Context: an optimization exercise on an open-source flow, tuned for small area, a short achievable clock period and few clock cycles. The choices shown serve that exercise and are no tape-out recipe. Where RTL was checked, it was by simulation tests only, not by an equivalence proof against the original. Function not checked in run 1: the RTL went through the layout flow alone. Power and IR drop assume default switching activity.

==> flow/design.v, too long to show whole: its modules and the start of the top module <==
// module booth_mul64: 588 lines
module booth_mul64(clk, reset_n, multiplier, multiplicand, op_start, op_clear, op_done, result);
  // ...
==> flow/run.sh <==
#!/bin/bash
# synth_recipe.tcl (not shown) runs the flow's synth.tcl, then flattens the netlist and writes it again
# the make line also repeats each setting of config.mk as NAME=value (left out here)
make -C /OpenROAD-flow-scripts/flow DESIGN_CONFIG=/design/flow/config.mk WORK_HOME=/design/flow/orfs CLKGATE_MAP_FILE= SYNTH_SCRIPT=/design/flow/synth_recipe.tcl finish
==> flow/config.mk <==
export PLATFORM = sky130hd
export DESIGN_NAME = booth_mul64
export DESIGN_NICKNAME = booth_mul64
export VERILOG_FILES = /design/flow/design.v
export SDC_FILE = /design/flow/constraint.sdc
export NUM_CORES = 4
export LEC_CHECK = 0
export CAP_MARGIN = 20
export CORE_MARGIN = 2
export CORE_UTILIZATION = 40
export SETUP_SLACK_MARGIN = 4.3
export SLEW_MARGIN = 20
==> flow/constraint.sdc <==
create_clock -name core_clock -period 7.0 [get_ports {clk}]
set_input_delay 1.4000 -clock core_clock [delete_from_list [all_inputs] [get_ports {clk}]]
set_output_delay 1.4000 -clock core_clock [all_outputs]
set_load 0.01 [all_outputs]
==> flow_metrics.py, run 1 <==
metrics = {
    "power": {
        "power.internal_uw": 7050,
        "p_clk_uw": 2270,
        "p_sw_share_pct": 43.59,
        "p_per_area_nw_per_um2": 368.2,
    },
    "drt": {
        "wl_microns": 99970,
        "route.vias.total": 20990,
        "remaining_drc_errors": 0,
    },
    "job": {
        "cap_viol_max_count": 0,
    },
    "synth": {
        "synth_cell_type_count": 68,
        "ys_warn_count": 1,
        "netlist_area_sq_um": 24130,
    },
    "finish": {
        "signal_buffers": 496,
        "multi_input_area_sq_um": 17900,
        "largest_class": "multi-input combinational cells",
        "layout_commonest_cell": "inv_1",
        "multi_input_gates": 1705,
        "inv_count": 215,
        "regMostFlops": "S",
    },
    "setup_path": {
        "r2r_end": "S[56]",
        "cp_top_family": "compound AO/OA/AOI/OAI gates",
        "max_stage_delay_ns": 0.40,
        "path_class": "reg -> reg",
    },
    "clock_network": {
        "clockRootBuffer": "clkbuf_16",
        "clkLatencyLatePin_ns": 0.59,
    },
    "worst_hold_path": {
        "whs_path_depth": 1,
        "hold-path-endpoint": "cnt[0]",
    },
    "floorplan": {
        "num_tap_cells": 782,
        "core_area_sq_um": 60020,
    },
    "timing": {
        "slew_viol_final": 0,
    },
    "placed_design": {
        "dp_hpwl_microns": 56860,
    },
    "outcome": {
        "outcome": "finished clean",
    },
    "global_routing": {
        "grt_pass1_wl_microns": 144000,
    },
}
==> run 2: changes to the inputs <==
--- a/flow/design.v
+++ b/flow/design.v
@@ -542,17 +542,445 @@
   assign fs255 = ~pp2[64] ^ pp3[62] ^ fc253;
   assign fc255 = (~pp2[64] & pp3[62]) | (~pp2[64] & fc253) | (pp3[62] & fc253);
   assign fs256 = 1'b1 ^ pp3[63] ^ fc255;
   assign fc256 = (1'b1 & pp3[63]) | (1'b1 & fc255) | (pp3[63] & fc255);
   wire [72:0] TS = {1'b0, 1'b1, ~pp3[64], fs256, hc254, fc252, fc250, fc247, fc243, fc239, fc235, fc231, fc227, fc223, fc219, fc215, fc211, fc207, fc203, fc199, fc195, fc191, fc187, fc183, fc179, fc175, fc171, fc167, fc163, fc159, fc155, fc151, fc147, fc143, fc139, fc135, fc131, fc127, fc123, fc119, fc115, fc111, fc107, fc103, fc99, fc95, fc91, fc87, fc83, fc79, fc75, fc71, fc67, fc63, fc59, fc55, fc51, fc47, fc43, fc39, fc35, fc31, fc27, fc23, fc19, fc15, fc11, fc8, fc5, fc3, fc1, fc0, pp0[0]};
   wire [72:0] TC = {1'b0, 1'b0, fc256, 1'b0, fs255, hs254, fs252, fs250, fs247, fs243, fs239, fs235, fs231, fs227, fs223, fs219, fs215, fs211, fs207, fs203, fs199, fs195, fs191, fs187, fs183, fs179, fs175, fs171, fs167, fs163, fs159, fs155, fs151, fs147, fs143, fs139, fs135, fs131, fs127, fs123, fs119, fs115, fs111, fs107, fs103, fs99, fs95, fs91, fs87, fs83, fs79, fs75, fs71, fs67, fs63, fs59, fs55, fs51, fs47, fs43, fs39, fs35, fs31, fs27, fs23, fs19, fs15, fs11, fs8, fs5, fs3, fs1, fs0};
   wire [71:0] aa = {S[63:0], SL};
   wire [71:0] bb = {C[63:0], CL};
-  wire [71:0] sum = aa + bb + {71'd0, cin};
+  wire [71:0] pg_p = aa ^ bb;
+  wire [71:0] pg_g = aa & bb;
+  wire g0c = pg_g[0] | (pg_p[0] & cin);
+  wire G1_1 = pg_g[1] | (pg_p[1] & g0c);
+  wire P1_1 = pg_p[1] & pg_p[0];
+  wire G1_3 = pg_g[3] | (pg_p[3] & pg_g[2]);
+  wire P1_3 = pg_p[3] & pg_p[2];
+  wire G1_5 = pg_g[5] | (pg_p[5] & pg_g[4]);
+  wire P1_5 = pg_p[5] & pg_p[4];
+  wire G1_7 = pg_g[7] | (pg_p[7] & pg_g[6]);
+  wire P1_7 = pg_p[7] & pg_p[6];
+  wire G1_9 = pg_g[9] | (pg_p[9] & pg_g[8]);
+  wire P1_9 = pg_p[9] & pg_p[8];
+  wire G1_11 = pg_g[11] | (pg_p[11] & pg_g[10]);
+  wire P1_11 = pg_p[11] & pg_p[10];
+  wire G1_13 = pg_g[13] | (pg_p[13] & pg_g[12]);
+  wire P1_13 = pg_p[13] & pg_p[12];
+  wire G1_15 = pg_g[15] | (pg_p[15] & pg_g[14]);
+  wire P1_15 = pg_p[15] & pg_p[14];
+  wire G1_17 = pg_g[17] | (pg_p[17] & pg_g[16]);
+  wire P1_17 = pg_p[17] & pg_p[16];
+  wire G1_19 = pg_g[19] | (pg_p[19] & pg_g[18]);
+  wire P1_19 = pg_p[19] & pg_p[18];
+  wire G1_21 = pg_g[21] | (pg_p[21] & pg_g[20]);
+  wire P1_21 = pg_p[21] & pg_p[20];
+  wire G1_23 = pg_g[23] | (pg_p[23] & pg_g[22]);
+  wire P1_23 = pg_p[23] & pg_p[22];
+  wire G1_25 = pg_g[25] | (pg_p[25] & pg_g[24]);
+  wire P1_25 = pg_p[25] & pg_p[24];
+  wire G1_27 = pg_g[27] | (pg_p[27] & pg_g[26]);
+  wire P1_27 = pg_p[27] & pg_p[26];
+  wire G1_29 = pg_g[29] | (pg_p[29] & pg_g[28]);
+  wire P1_29 = pg_p[29] & pg_p[28];
+  wire G1_31 = pg_g[31] | (pg_p[31] & pg_g[30]);
+  wire P1_31 = pg_p[31] & pg_p[30];
+  wire G1_33 = pg_g[33] | (pg_p[33] & pg_g[32]);
+  wire P1_33 = pg_p[33] & pg_p[32];
+  wire G1_35 = pg_g[35] | (pg_p[35] & pg_g[34]);
+  wire P1_35 = pg_p[35] & pg_p[34];
+  wire G1_37 = pg_g[37] | (pg_p[37] & pg_g[36]);
+  wire P1_37 = pg_p[37] & pg_p[36];
+  wire G1_39 = pg_g[39] | (pg_p[39] & pg_g[38]);
+  wire P1_39 = pg_p[39] & pg_p[38];
+  wire G1_41 = pg_g[41] | (pg_p[41] & pg_g[40]);
+  wire P1_41 = pg_p[41] & pg_p[40];
+  wire G1_43 = pg_g[43] | (pg_p[43] & pg_g[42]);
+  wire P1_43 = pg_p[43] & pg_p[42];
+  wire G1_45 = pg_g[45] | (pg_p[45] & pg_g[44]);
+  wire P1_45 = pg_p[45] & pg_p[44];
+  wire G1_47 = pg_g[47] | (pg_p[47] & pg_g[46]);
+  wire P1_47 = pg_p[47] & pg_p[46];
+  wire G1_49 = pg_g[49] | (pg_p[49] & pg_g[48]);
+  wire P1_49 = pg_p[49] & pg_p[48];
+  wire G1_51 = pg_g[51] | (pg_p[51] & pg_g[50]);
+  wire P1_51 = pg_p[51] & pg_p[50];
+  wire G1_53 = pg_g[53] | (pg_p[53] & pg_g[52]);
+  wire P1_53 = pg_p[53] & pg_p[52];
+  wire G1_55 = pg_g[55] | (pg_p[55] & pg_g[54]);
+  wire P1_55 = pg_p[55] & pg_p[54];
+  wire G1_57 = pg_g[57] | (pg_p[57] & pg_g[56]);
+  wire P1_57 = pg_p[57] & pg_p[56];
+  wire G1_59 = pg_g[59] | (pg_p[59] & pg_g[58]);
+  wire P1_59 = pg_p[59] & pg_p[58];
+  wire G1_61 = pg_g[61] | (pg_p[61] & pg_g[60]);
+  wire P1_61 = pg_p[61] & pg_p[60];
+  wire G1_63 = pg_g[63] | (pg_p[63] & pg_g[62]);
+  wire P1_63 = pg_p[63] & pg_p[62];
+  wire G1_65 = pg_g[65] | (pg_p[65] & pg_g[64]);
+  wire P1_65 = pg_p[65] & pg_p[64];
+  wire G1_67 = pg_g[67] | (pg_p[67] & pg_g[66]);
+  wire P1_67 = pg_p[67] & pg_p[66];
+  wire G1_69 = pg_g[69] | (pg_p[69] & pg_g[68]);
+  wire P1_69 = pg_p[69] & pg_p[68];
+  wire G1_71 = pg_g[71] | (pg_p[71] & pg_g[70]);
+  wire P1_71 = pg_p[71] & pg_p[70];
+  wire G2_2 = pg_g[2] | (pg_p[2] & G1_1);
+  wire P2_2 = pg_p[2] & P1_1;
+  wire G2_3 = G1_3 | (P1_3 & G1_1);
+  wire P2_3 = P1_3 & P1_1;
+  wire G2_6 = pg_g[6] | (pg_p[6] & G1_5);
+  wire P2_6 = pg_p[6] & P1_5;
+  wire G2_7 = G1_7 | (P1_7 & G1_5);
+  wire P2_7 = P1_7 & P1_5;
+  wire G2_10 = pg_g[10] | (pg_p[10] & G1_9);
+  wire P2_10 = pg_p[10] & P1_9;
+  wire G2_11 = G1_11 | (P1_11 & G1_9);
+  wire P2_11 = P1_11 & P1_9;
+  wire G2_14 = pg_g[14] | (pg_p[14] & G1_13);
+  wire P2_14 = pg_p[14] & P1_13;
+  wire G2_15 = G1_15 | (P1_15 & G1_13);
+  wire P2_15 = P1_15 & P1_13;
+  wire G2_18 = pg_g[18] | (pg_p[18] & G1_17);
+  wire P2_18 = pg_p[18] & P1_17;
+  wire G2_19 = G1_19 | (P1_19 & G1_17);
+  wire P2_19 = P1_19 & P1_17;
+  wire G2_22 = pg_g[22] | (pg_p[22] & G1_21);
+  wire P2_22 = pg_p[22] & P1_21;
+  wire G2_23 = G1_23 | (P1_23 & G1_21);
+  wire P2_23 = P1_23 & P1_21;
+  wire G2_26 = pg_g[26] | (pg_p[26] & G1_25);
+  wire P2_26 = pg_p[26] & P1_25;
+  wire G2_27 = G1_27 | (P1_27 & G1_25);
+  wire P2_27 = P1_27 & P1_25;
+  wire G2_30 = pg_g[30] | (pg_p[30] & G1_29);
+  wire P2_30 = pg_p[30] & P1_29;
+  wire G2_31 = G1_31 | (P1_31 & G1_29);
+  wire P2_31 = P1_31 & P1_29;
+  wire G2_34 = pg_g[34] | (pg_p[34] & G1_33);
+  wire P2_34 = pg_p[34] & P1_33;
+  wire G2_35 = G1_35 | (P1_35 & G1_33);
+  wire P2_35 = P1_35 & P1_33;
+  wire G2_38 = pg_g[38] | (pg_p[38] & G1_37);
+  wire P2_38 = pg_p[38] & P1_37;
+  wire G2_39 = G1_39 | (P1_39 & G1_37);
+  wire P2_39 = P1_39 & P1_37;
+  wire G2_42 = pg_g[42] | (pg_p[42] & G1_41);
+  wire P2_42 = pg_p[42] & P1_41;
+  wire G2_43 = G1_43 | (P1_43 & G1_41);
+  wire P2_43 = P1_43 & P1_41;
+  wire G2_46 = pg_g[46] | (pg_p[46] & G1_45);
+  wire P2_46 = pg_p[46] & P1_45;
+  wire G2_47 = G1_47 | (P1_47 & G1_45);
+  wire P2_47 = P1_47 & P1_45;
+  wire G2_50 = pg_g[50] | (pg_p[50] & G1_49);
+  wire P2_50 = pg_p[50] & P1_49;
+  wire G2_51 = G1_51 | (P1_51 & G1_49);
+  wire P2_51 = P1_51 & P1_49;
+  wire G2_54 = pg_g[54] | (pg_p[54] & G1_53);
+  wire P2_54 = pg_p[54] & P1_53;
+  wire G2_55 = G1_55 | (P1_55 & G1_53);
+  wire P2_55 = P1_55 & P1_53;
+  wire G2_58 = pg_g[58] | (pg_p[58] & G1_57);
+  wire P2_58 = pg_p[58] & P1_57;
+  wire G2_59 = G1_59 | (P1_59 & G1_57);
+  wire P2_59 = P1_59 & P1_57;
+  wire G2_62 = pg_g[62] | (pg_p[62] & G1_61);
+  wire P2_62 = pg_p[62] & P1_61;
+  wire G2_63 = G1_63 | (P1_63 & G1_61);
+  wire P2_63 = P1_63 & P1_61;
+  wire G2_66 = pg_g[66] | (pg_p[66] & G1_65);
+  wire P2_66 = pg_p[66] & P1_65;
+  wire G2_67 = G1_67 | (P1_67 & G1_65);
+  wire P2_67 = P1_67 & P1_65;
+  wire G2_70 = pg_g[70] | (pg_p[70] & G1_69);
+  wire P2_70 = pg_p[70] & P1_69;
+  wire G2_71 = G1_71 | (P1_71 & G1_69);
+  wire P2_71 = P1_71 & P1_69;
+  wire G3_4 = pg_g[4] | (pg_p[4] & G2_3);
+  wire P3_4 = pg_p[4] & P2_3;
+  wire G3_5 = G1_5 | (P1_5 & G2_3);
+  wire P3_5 = P1_5 & P2_3;
+  wire G3_6 = G2_6 | (P2_6 & G2_3);
+  wire P3_6 = P2_6 & P2_3;
+  wire G3_7 = G2_7 | (P2_7 & G2_3);
+  wire P3_7 = P2_7 & P2_3;
+  wire G3_12 = pg_g[12] | (pg_p[12] & G2_11);
+  wire P3_12 = pg_p[12] & P2_11;
+  wire G3_13 = G1_13 | (P1_13 & G2_11);
+  wire P3_13 = P1_13 & P2_11;
+  wire G3_14 = G2_14 | (P2_14 & G2_11);
+  wire P3_14 = P2_14 & P2_11;
+  wire G3_15 = G2_15 | (P2_15 & G2_11);
+  wire P3_15 = P2_15 & P2_11;
+  wire G3_20 = pg_g[20] | (pg_p[20] & G2_19);
+  wire P3_20 = pg_p[20] & P2_19;
+  wire G3_21 = G1_21 | (P1_21 & G2_19);
+  wire P3_21 = P1_21 & P2_19;
+  wire G3_22 = G2_22 | (P2_22 & G2_19);
+  wire P3_22 = P2_22 & P2_19;
+  wire G3_23 = G2_23 | (P2_23 & G2_19);
+  wire P3_23 = P2_23 & P2_19;
+  wire G3_28 = pg_g[28] | (pg_p[28] & G2_27);
+  wire P3_28 = pg_p[28] & P2_27;
+  wire G3_29 = G1_29 | (P1_29 & G2_27);
+  wire P3_29 = P1_29 & P2_27;
+  wire G3_30 = G2_30 | (P2_30 & G2_27);
+  wire P3_30 = P2_30 & P2_27;
+  wire G3_31 = G2_31 | (P2_31 & G2_27);
+  wire P3_31 = P2_31 & P2_27;
+  wire G3_36 = pg_g[36] | (pg_p[36] & G2_35);
+  wire P3_36 = pg_p[36] & P2_35;
+  wire G3_37 = G1_37 | (P1_37 & G2_35);
+  wire P3_37 = P1_37 & P2_35;
+  wire G3_38 = G2_38 | (P2_38 & G2_35);
+  wire P3_38 = P2_38 & P2_35;
+  wire G3_39 = G2_39 | (P2_39 & G2_35);
+  wire P3_39 = P2_39 & P2_35;
+  wire G3_44 = pg_g[44] | (pg_p[44] & G2_43);
+  wire P3_44 = pg_p[44] & P2_43;
+  wire G3_45 = G1_45 | (P1_45 & G2_43);
+  wire P3_45 = P1_45 & P2_43;
+  wire G3_46 = G2_46 | (P2_46 & G2_43);
+  wire P3_46 = P2_46 & P2_43;
+  wire G3_47 = G2_47 | (P2_47 & G2_43);
+  wire P3_47 = P2_47 & P2_43;
+  wire G3_52 = pg_g[52] | (pg_p[52] & G2_51);
+  wire P3_52 = pg_p[52] & P2_51;
+  wire G3_53 = G1_53 | (P1_53 & G2_51);
+  wire P3_53 = P1_53 & P2_51;
+  wire G3_54 = G2_54 | (P2_54 & G2_51);
+  wire P3_54 = P2_54 & P2_51;
+  wire G3_55 = G2_55 | (P2_55 & G2_51);
+  wire P3_55 = P2_55 & P2_51;
+  wire G3_60 = pg_g[60] | (pg_p[60] & G2_59);
+  wire P3_60 = pg_p[60] & P2_59;
+  wire G3_61 = G1_61 | (P1_61 & G2_59);
+  wire P3_61 = P1_61 & P2_59;
+  wire G3_62 = G2_62 | (P2_62 & G2_59);
+  wire P3_62 = P2_62 & P2_59;
+  wire G3_63 = G2_63 | (P2_63 & G2_59);
+  wire P3_63 = P2_63 & P2_59;
+  wire G3_68 = pg_g[68] | (pg_p[68] & G2_67);
+  wire P3_68 = pg_p[68] & P2_67;
+  wire G3_69 = G1_69 | (P1_69 & G2_67);
+  wire P3_69 = P1_69 & P2_67;
+  wire G3_70 = G2_70 | (P2_70 & G2_67);
+  wire P3_70 = P2_70 & P2_67;
+  wire G3_71 = G2_71 | (P2_71 & G2_67);
+  wire P3_71 = P2_71 & P2_67;
+  wire G4_8 = pg_g[8] | (pg_p[8] & G3_7);
+  wire P4_8 = pg_p[8] & P3_7;
+  wire G4_9 = G1_9 | (P1_9 & G3_7);
+  wire P4_9 = P1_9 & P3_7;
+  wire G4_10 = G2_10 | (P2_10 & G3_7);
+  wire P4_10 = P2_10 & P3_7;
+  wire G4_11 = G2_11 | (P2_11 & G3_7);
+  wire P4_11 = P2_11 & P3_7;
+  wire G4_12 = G3_12 | (P3_12 & G3_7);
+  wire P4_12 = P3_12 & P3_7;
+  wire G4_13 = G3_13 | (P3_13 & G3_7);
+  wire P4_13 = P3_13 & P3_7;
+  wire G4_14 = G3_14 | (P3_14 & G3_7);
+  wire P4_14 = P3_14 & P3_7;
+  wire G4_15 = G3_15 | (P3_15 & G3_7);
+  wire P4_15 = P3_15 & P3_7;
+  wire G4_24 = pg_g[24] | (pg_p[24] & G3_23);
+  wire P4_24 = pg_p[24] & P3_23;
+  wire G4_25 = G1_25 | (P1_25 & G3_23);
+  wire P4_25 = P1_25 & P3_23;
+  wire G4_26 = G2_26 | (P2_26 & G3_23);
+  wire P4_26 = P2_26 & P3_23;
+  wire G4_27 = G2_27 | (P2_27 & G3_23);
+  wire P4_27 = P2_27 & P3_23;
+  wire G4_28 = G3_28 | (P3_28 & G3_23);
+  wire P4_28 = P3_28 & P3_23;
+  wire G4_29 = G3_29 | (P3_29 & G3_23);
+  wire P4_29 = P3_29 & P3_23;
+  wire G4_30 = G3_30 | (P3_30 & G3_23);
+  wire P4_30 = P3_30 & P3_23;
+  wire G4_31 = G3_31 | (P3_31 & G3_23);
+  wire P4_31 = P3_31 & P3_23;
+  wire G4_40 = pg_g[40] | (pg_p[40] & G3_39);
+  wire P4_40 = pg_p[40] & P3_39;
+  wire G4_41 = G1_41 | (P1_41 & G3_39);
+  wire P4_41 = P1_41 & P3_39;
+  wire G4_42 = G2_42 | (P2_42 & G3_39);
+  wire P4_42 = P2_42 & P3_39;
+  wire G4_43 = G2_43 | (P2_43 & G3_39);
+  wire P4_43 = P2_43 & P3_39;
+  wire G4_44 = G3_44 | (P3_44 & G3_39);
+  wire P4_44 = P3_44 & P3_39;
+  wire G4_45 = G3_45 | (P3_45 & G3_39);
+  wire P4_45 = P3_45 & P3_39;
+  wire G4_46 = G3_46 | (P3_46 & G3_39);
+  wire P4_46 = P3_46 & P3_39;
+  wire G4_47 = G3_47 | (P3_47 & G3_39);
+  wire P4_47 = P3_47 & P3_39;
+  wire G4_56 = pg_g[56] | (pg_p[56] & G3_55);
+  wire P4_56 = pg_p[56] & P3_55;
+  wire G4_57 = G1_57 | (P1_57 & G3_55);
+  wire P4_57 = P1_57 & P3_55;
+  wire G4_58 = G2_58 | (P2_58 & G3_55);
+  wire P4_58 = P2_58 & P3_55;
+  wire G4_59 = G2_59 | (P2_59 & G3_55);
+  wire P4_59 = P2_59 & P3_55;
+  wire G4_60 = G3_60 | (P3_60 & G3_55);
+  wire P4_60 = P3_60 & P3_55;
+  wire G4_61 = G3_61 | (P3_61 & G3_55);
+  wire P4_61 = P3_61 & P3_55;
+  wire G4_62 = G3_62 | (P3_62 & G3_55);
+  wire P4_62 = P3_62 & P3_55;
+  wire G4_63 = G3_63 | (P3_63 & G3_55);
+  wire P4_63 = P3_63 & P3_55;
+  wire G5_16 = pg_g[16] | (pg_p[16] & G4_15);
+  wire P5_16 = pg_p[16] & P4_15;
+  wire G5_17 = G1_17 | (P1_17 & G4_15);
+  wire P5_17 = P1_17 & P4_15;
+  wire G5_18 = G2_18 | (P2_18 & G4_15);
+  wire P5_18 = P2_18 & P4_15;
+  wire G5_19 = G2_19 | (P2_19 & G4_15);
+  wire P5_19 = P2_19 & P4_15;
+  wire G5_20 = G3_20 | (P3_20 & G4_15);
+  wire P5_20 = P3_20 & P4_15;
+  wire G5_21 = G3_21 | (P3_21 & G4_15);
+  wire P5_21 = P3_21 & P4_15;
+  wire G5_22 = G3_22 | (P3_22 & G4_15);
+  wire P5_22 = P3_22 & P4_15;
+  wire G5_23 = G3_23 | (P3_23 & G4_15);
+  wire P5_23 = P3_23 & P4_15;
+  wire G5_24 = G4_24 | (P4_24 & G4_15);
+  wire P5_24 = P4_24 & P4_15;
+  wire G5_25 = G4_25 | (P4_25 & G4_15);
+  wire P5_25 = P4_25 & P4_15;
+  wire G5_26 = G4_26 | (P4_26 & G4_15);
+  wire P5_26 = P4_26 & P4_15;
+  wire G5_27 = G4_27 | (P4_27 & G4_15);
+  wire P5_27 = P4_27 & P4_15;
+  wire G5_28 = G4_28 | (P4_28 & G4_15);
+  wire P5_28 = P4_28 & P4_15;
+  wire G5_29 = G4_29 | (P4_29 & G4_15);
+  wire P5_29 = P4_29 & P4_15;
+  wire G5_30 = G4_30 | (P4_30 & G4_15);
+  wire P5_30 = P4_30 & P4_15;
+  wire G5_31 = G4_31 | (P4_31 & G4_15);
+  wire P5_31 = P4_31 & P4_15;
+  wire G5_48 = pg_g[48] | (pg_p[48] & G4_47);
+  wire P5_48 = pg_p[48] & P4_47;
+  wire G5_49 = G1_49 | (P1_49 & G4_47);
+  wire P5_49 = P1_49 & P4_47;
+  wire G5_50 = G2_50 | (P2_50 & G4_47);
+  wire P5_50 = P2_50 & P4_47;
+  wire G5_51 = G2_51 | (P2_51 & G4_47);
+  wire P5_51 = P2_51 & P4_47;
+  wire G5_52 = G3_52 | (P3_52 & G4_47);
+  wire P5_52 = P3_52 & P4_47;
+  wire G5_53 = G3_53 | (P3_53 & G4_47);
+  wire P5_53 = P3_53 & P4_47;
+  wire G5_54 = G3_54 | (P3_54 & G4_47);
+  wire P5_54 = P3_54 & P4_47;
+  wire G5_55 = G3_55 | (P3_55 & G4_47);
+  wire P5_55 = P3_55 & P4_47;
+  wire G5_56 = G4_56 | (P4_56 & G4_47);
+  wire P5_56 = P4_56 & P4_47;
+  wire G5_57 = G4_57 | (P4_57 & G4_47);
+  wire P5_57 = P4_57 & P4_47;
+  wire G5_58 = G4_58 | (P4_58 & G4_47);
+  wire P5_58 = P4_58 & P4_47;
+  wire G5_59 = G4_59 | (P4_59 & G4_47);
+  wire P5_59 = P4_59 & P4_47;
+  wire G5_60 = G4_60 | (P4_60 & G4_47);
+  wire P5_60 = P4_60 & P4_47;
+  wire G5_61 = G4_61 | (P4_61 & G4_47);
+  wire P5_61 = P4_61 & P4_47;
+  wire G5_62 = G4_62 | (P4_62 & G4_47);
+  wire P5_62 = P4_62 & P4_47;
+  wire G5_63 = G4_63 | (P4_63 & G4_47);
+  wire P5_63 = P4_63 & P4_47;
+  wire G6_32 = pg_g[32] | (pg_p[32] & G5_31);
+  wire P6_32 = pg_p[32] & P5_31;
+  wire G6_33 = G1_33 | (P1_33 & G5_31);
+  wire P6_33 = P1_33 & P5_31;
+  wire G6_34 = G2_34 | (P2_34 & G5_31);
+  wire P6_34 = P2_34 & P5_31;
+  wire G6_35 = G2_35 | (P2_35 & G5_31);
+  wire P6_35 = P2_35 & P5_31;
+  wire G6_36 = G3_36 | (P3_36 & G5_31);
+  wire P6_36 = P3_36 & P5_31;
+  wire G6_37 = G3_37 | (P3_37 & G5_31);
+  wire P6_37 = P3_37 & P5_31;
+  wire G6_38 = G3_38 | (P3_38 & G5_31);
+  wire P6_38 = P3_38 & P5_31;
+  wire G6_39 = G3_39 | (P3_39 & G5_31);
+  wire P6_39 = P3_39 & P5_31;
+  wire G6_40 = G4_40 | (P4_40 & G5_31);
+  wire P6_40 = P4_40 & P5_31;
+  wire G6_41 = G4_41 | (P4_41 & G5_31);
+  wire P6_41 = P4_41 & P5_31;
+  wire G6_42 = G4_42 | (P4_42 & G5_31);
+  wire P6_42 = P4_42 & P5_31;
+  wire G6_43 = G4_43 | (P4_43 & G5_31);
+  wire P6_43 = P4_43 & P5_31;
+  wire G6_44 = G4_44 | (P4_44 & G5_31);
+  wire P6_44 = P4_44 & P5_31;
+  wire G6_45 = G4_45 | (P4_45 & G5_31);
+  wire P6_45 = P4_45 & P5_31;
+  wire G6_46 = G4_46 | (P4_46 & G5_31);
+  wire P6_46 = P4_46 & P5_31;
+  wire G6_47 = G4_47 | (P4_47 & G5_31);
+  wire P6_47 = P4_47 & P5_31;
+  wire G6_48 = G5_48 | (P5_48 & G5_31);
+  wire P6_48 = P5_48 & P5_31;
+  wire G6_49 = G5_49 | (P5_49 & G5_31);
+  wire P6_49 = P5_49 & P5_31;
+  wire G6_50 = G5_50 | (P5_50 & G5_31);
+  wire P6_50 = P5_50 & P5_31;
+  wire G6_51 = G5_51 | (P5_51 & G5_31);
+  wire P6_51 = P5_51 & P5_31;
+  wire G6_52 = G5_52 | (P5_52 & G5_31);
+  wire P6_52 = P5_52 & P5_31;
+  wire G6_53 = G5_53 | (P5_53 & G5_31);
+  wire P6_53 = P5_53 & P5_31;
+  wire G6_54 = G5_54 | (P5_54 & G5_31);
+  wire P6_54 = P5_54 & P5_31;
+  wire G6_55 = G5_55 | (P5_55 & G5_31);
+  wire P6_55 = P5_55 & P5_31;
+  wire G6_56 = G5_56 | (P5_56 & G5_31);
+  wire P6_56 = P5_56 & P5_31;
+  wire G6_57 = G5_57 | (P5_57 & G5_31);
+  wire P6_57 = P5_57 & P5_31;
+  wire G6_58 = G5_58 | (P5_58 & G5_31);
+  wire P6_58 = P5_58 & P5_31;
+  wire G6_59 = G5_59 | (P5_59 & G5_31);
+  wire P6_59 = P5_59 & P5_31;
+  wire G6_60 = G5_60 | (P5_60 & G5_31);
+  wire P6_60 = P5_60 & P5_31;
+  wire G6_61 = G5_61 | (P5_61 & G5_31);
+  wire P6_61 = P5_61 & P5_31;
+  wire G6_62 = G5_62 | (P5_62 & G5_31);
+  wire P6_62 = P5_62 & P5_31;
+  wire G6_63 = G5_63 | (P5_63 & G5_31);
+  wire P6_63 = P5_63 & P5_31;
+  wire G7_64 = pg_g[64] | (pg_p[64] & G6_63);
+  wire P7_64 = pg_p[64] & P6_63;
+  wire G7_65 = G1_65 | (P1_65 & G6_63);
+  wire P7_65 = P1_65 & P6_63;
+  wire G7_66 = G2_66 | (P2_66 & G6_63);
+  wire P7_66 = P2_66 & P6_63;
+  wire G7_67 = G2_67 | (P2_67 & G6_63);
+  wire P7_67 = P2_67 & P6_63;
+  wire G7_68 = G3_68 | (P3_68 & G6_63);
+  wire P7_68 = P3_68 & P6_63;
+  wire G7_69 = G3_69 | (P3_69 & G6_63);
+  wire P7_69 = P3_69 & P6_63;
+  wire G7_70 = G3_70 | (P3_70 & G6_63);
+  wire P7_70 = P3_70 & P6_63;
+  wire G7_71 = G3_71 | (P3_71 & G6_63);
+  wire P7_71 = P3_71 & P6_63;
+  wire [71:0] carry = {G7_70, G7_69, G7_68, G7_67, G7_66, G7_65, G7_64, G6_63, G6_62, G6_61, G6_60, G6_59, G6_58, G6_57, G6_56, G6_55, G6_54, G6_53, G6_52, G6_51, G6_50, G6_49, G6_48, G6_47, G6_46, G6_45, G6_44, G6_43, G6_42, G6_41, G6_40, G6_39, G6_38, G6_37, G6_36, G6_35, G6_34, G6_33, G6_32, G5_31, G5_30, G5_29, G5_28, G5_27, G5_26, G5_25, G5_24, G5_23, G5_22, G5_21, G5_20, G5_19, G5_18, G5_17, G5_16, G4_15, G4_14, G4_13, G4_12, G4_11, G4_10, G4_9, G4_8, G3_7, G3_6, G3_5, G3_4, G2_3, G2_2, G1_1, g0c, cin};
+  wire [71:0] sum = pg_p ^ carry;
   wire cout = sum[8] ^ S[0] ^ C[0];    
   wire [8:0] win = st_idle ? {multiplier[7:0], 1'b0} : PL[15:7];
   wire [3:0] n_one, n_two, n_neg;
   genvar g;
   generate for (g = 0; g < 4; g = g + 1) begin : enc
     wire b0 = win[2*g], b1 = win[2*g+1], b2 = win[2*g+2];
     assign n_one[g] = b1 ^ b0;
     assign n_two[g] = (b2 & ~b1 & ~b0) | (~b2 & b1 & b0);
==> run 2 against run 1 <==
  * Still clean on timing, DRC and antenna
  * Clock skew is 0.0044 ns higher
  * Sequential power decreased by 5%
  * Cell area decreased by 5.9%
  * Maximum frequency rose by 5.6%
  * Critical path depth is 4 higher
  * Synthesized area down 4.5%
  * Worst hold slack worse by 0.016 ns
  * Critical path type unchanged
  * Largest cell class unchanged
  * Largest power group unchanged
  * Highest routed layer unchanged
==> flow_metrics.py, run 2 <==
metrics = {
    "outcome": {
        "outcome": "finished clean",
    },
    "synth": {
        "synth_area_leader_cell": "fa_1",
        "async_flop_share_pct": 2.405,
        "yosys.cell_count.top_type": "fa_1",
        "synth_edf_count": 64,
        "netlist_area_sq_um": 23040,
        "synthCells": 2225,
        "ys_top_cells_by_count": "258 x fa_1, 253 x a22oi_1, 220 x dfxtp_1",
        "synth-seq-cells": 291,
        "synthTopCellsByArea": "fa_1 22%, dfxtp_1 19%, edfxtp_1 8.3%",
        "synthFlopType": "dfxtp_1",
        "ys_warn_count": 1,
        "ys_seq_area_share_pct": 28.22,
        "synth_cell_type_count": 69,
        "synth_nets": 2696,
        "synth_top_area_share_pct": 22.42,
        "synth.avg_cell_area_sq_um": 10.35,
    },
    "power": {
        "p_comb_share_pct": 62.1,
        "p_sw_share_pct": 42.81,
        "power.internal_uw": 6874,
        "pwr-share-clk_pct": 17.3,
        "ir_drop_mv": 0.2096,
        "p_leak_uw": 0.01313,
        "p_per_area_nw_per_um2": 376.4,
        "p_seq_share_pct": 20.6,
        "switchingPower_uw": 5145,
    },
    "global_routing": {
        "globalRoute.totalOverflow": 0,
        "antenna_found_initial": 3,
        "grt_max_degree": 78,
        "grt_pass1_vias": 19970,
        "grt.busiest_layer": "met2",
        "grt_pass1_wl_microns": 127900,
        "met3_usage_pct": 6.563,
        "grt_usage_pct": 28.73,
        "met1_usage_pct": 35.73,
        "gr-usage-met2_pct": 46.71,
    },
    "setup_path": {
        "arrival_ns": 3.78,
        "reg2reg_from": "SL[0]",
        "crit_top_cell": "fa_2",
        "max_stage_delay_ns": 0.56,
        "r2r_cells": 16,
        "path_cells": "inv_2 > fa_2 > inv_2 > fa_2 > nand2_4 > a211oi_4 > o21ai_2 > a2111oi_4 > buf_6 > o2111ai_4 > a21oi_2 > nor2_2 > fa_2 > nor2_2 > a21oi_1 > nor2_1",
        "crit_slowest_cell": "fa_2",
        "end_kind": "flip-flop",
        "r2r_end": "S[56]",
        "rrSetupSlack_ns": 3.65,
        "critical_path_required_ns": 7.43,
        "path_class": "reg -> reg",
        "cp_max_fo": 2,
        "cp-start-kind": "flip-flop",
    },
    "timing": {
        "hold_viol": 0,
        "fin_setup_tns_ns": 0,
        "fin_worst_hold_slack_ns": 0.4356,
        "worstMarginPinSlew_ns": 1.106,
        "fin_crit_sh_pct": 47.84,
        "slew_viol_final": 0,
        "fin_skew_ns": 0.02427,
        "rsz0062_at_grt": "yes",
        "clock.fmax_ghz": 0.2986,
        "slew_headroom_pct": 25.78,
        "setup_violations": 0,
        "period_needed_ns": 3.349,
    },
    "finish": {
        "num-fill-cells": 4673,
        "layout_commonest_cell": "inv_1",
        "drive_gt1_share_pct": 34.12,
        "nNetsFinal": 2971,
        "final_area_sq_um": 31930,
        "final_util_pct": 56.31,
        "multi_input_area_sq_um": 16360,
        "largest_reg_flops": 65,
        "area_growth_pct": 38.61,
        "seqCellArea_sq_um": 6640,
        "regMostFlops": "S",
        "mostFrequentLayoutCells": "184 x inv_1, 169 x xnor2_1, 148 x fa_1",
        "reg_top3": "S: 65 flops, M: 64 flops, PL: 64 flops",
    },
    "worst_hold_path": {
        "hold-path-endpoint": "cnt[0]",
        "hold_path_startpoint": "cnt[0]",
        "hold_path_class": "reg -> reg",
        "whs_path_depth": 1,
    },
    "drt": {
        "remaining_drc_errors": 0,
        "wl_microns": 88120,
        "drt_iter0_drc": 1890,
        "route.vias.total": 19030,
        "dr.pass1.iters": 6,
        "via_per_inst": 5.790,
        "post_drt_wl_per_cell_microns": 26.81,
        "ant_nets": 0,
    },
    "placed_design": {
        "dp_hpwl_microns": 52160,
        "gp_congestion": 0.9479,
        "port_buffers": 260,
        "placed_area_sq_um": 25720,
    },
    "floorplan": {
        "row_count": 87,
        "core_area_sq_um": 56710,
        "die_x_microns": 244.0,
        "die_area_sq_um": 59530,
        "initial_core_util_pct": 40.62,
        "die_h_microns": 244.0,
        "io_pins": 261,
    },
    "job": {
        "cap_viol_max_count": 0,
    },
    "clock_network": {
        "htreeDepth": 2,
        "clockBufferDepth": 3,
        "cts_buffers": 37,
        "clockRootBuffer": "clkbuf_16",
        "cts_sinks": 291,
        "clkLatencyLatePin_ns": 0.58,
        "clkSlewWorstSetupHoldPaths_ns": 0.06,
        "cts_tree": "yes",
    },
}
==> run 2: metrics by stage <==
stage / total power, uW / instances / worst slack, ns
6_report: 12020 / 3287 / 3.651
5_1_grt: 12830 / 3287 / 3.508
4_1_cts: 11630 / 3236 / 3.705
3_5_place_dp: 8596 / 3016 / 3.348
3_3_place_gp: 8464 / 3016 / 3.373
2_1_floorplan: 6623 / 2225 / 3.931
==> run 2: cells by family (layout without fill, tap and decap cells) <==
family / after synthesis / count (layout) / synth area share [%]
XOR/XNOR: 286 / 286 / 10.87
AND/OR/NAND/NOR: 303 / 303 / 6.745
adder cells (fa/ha/maj): 339 / 339 / 26.82
other: 0 / 2 / 0
buffers and inverters: 463 / 767 / 8.890
AO/OA/AOI/OAI: 479 / 479 / 15.40
flip-flops: 291 / 291 / 28.22
multiplexers: 64 / 64 / 3.052
==> run 2: how the worst max path moves through the flow <==
stage	startpoint	end	slack [ns]	cells after the start
floorplan	SL[0]	S[56]	3.93	15
global placement	btwo0[0]	S[19]	3.37	8
detailed placement	SL[0]	S[57]	3.35	15
CTS	SL[0]	S[60]	3.70	16
global route	SL[0]	S[56]	3.51	16
finish	SL[0]	S[56]	3.65	16
==> run 2: layer usage <==
| metal | share of wire [%] | routed length [microns] | up-vias |
|---|---|---|---|
| li1 | - | - | 8037 |
| met1 | 38 | 33240 | 9581 |
| met2 | 47 | 41190 | 1094 |
| met3 | 9.4 | 8311 | 321 |
| met4 | 6.1 | 5381 | 0 |
| met5 | 0 | 0 | - |
==> run 2: power groups by stage <==
stage                     clock network [uW]  logic, uW  registers, uW
after global placement                     0       5970           2490
after global routing                    2170       8150           2520
after CTS                               2110       7060           2470
after floorplan                            0       4350           2280
after detailed placement                   0       6100           2490
final                                   2070       7460           2480
==> run 2: what timing repair did <==
action                     in CTS  in global routing
buffers inserted              108                 46
setup endpoints to repair     269                165
cloned                         44                  3
resized for setup             580                244
hold buffers                    0                  0
pin swaps                     269                191
==> run 2: layout make-up <==
class                      count  share of cell area [%]
sequential                   291                   20.79
multi-input combinational   1471                   51.22
timing repair buffer         481                   18.28
clock buffer                  52                   3.428
tap                          756                   2.962
antenna                        2                 0.01567
inverter                     218                   2.617
clock inverter                16                  0.6857
==> run 2: critical path: cells and delay by family, from the launching register on <==
family / cells / cell delay (ns)
AOI/OAI and AO/OA: 6 / 1.22
adders and majority gates: 3 / 1.16
buffers and inverters: 3 / 0.27
DFF: 1 / 0.32
and+or+nand+nor: 4 / 0.21
Testbench counts of run 2, summed over its fixed seeds: cycles 6,144.

[afterwards: timing with drivers on the ports]
How much do the figures lean on ideal ports? The routed layouts below were timed once more, with nothing changed but the port constraints.
Step 1 sets driving cells, clkbuf_16 on the clock port and buf_2 on the other inputs (assumed; they add their load-dependent delay and slew).
Step 2 times the ports against the registers' clock, not the clock port: input delays grow and output delays shrink by t, the midpoint of the rising clock arrivals with the driver on.
a / b / c = no drivers / after step 1 / after step 2; a / b = the first two.
| run | shift t [ns] | setup WS [ns] | worst slew at a driven data input, ns |
|---|---|---|---|
| run 1 | 0.645 | 3.464 / 3.464 / 3.464 | 0.11 |
| run 2 | 0.641 | 3.651 / 3.651 / 3.651 | 0.08 |
After both steps setup and hold are still met in every run listed.
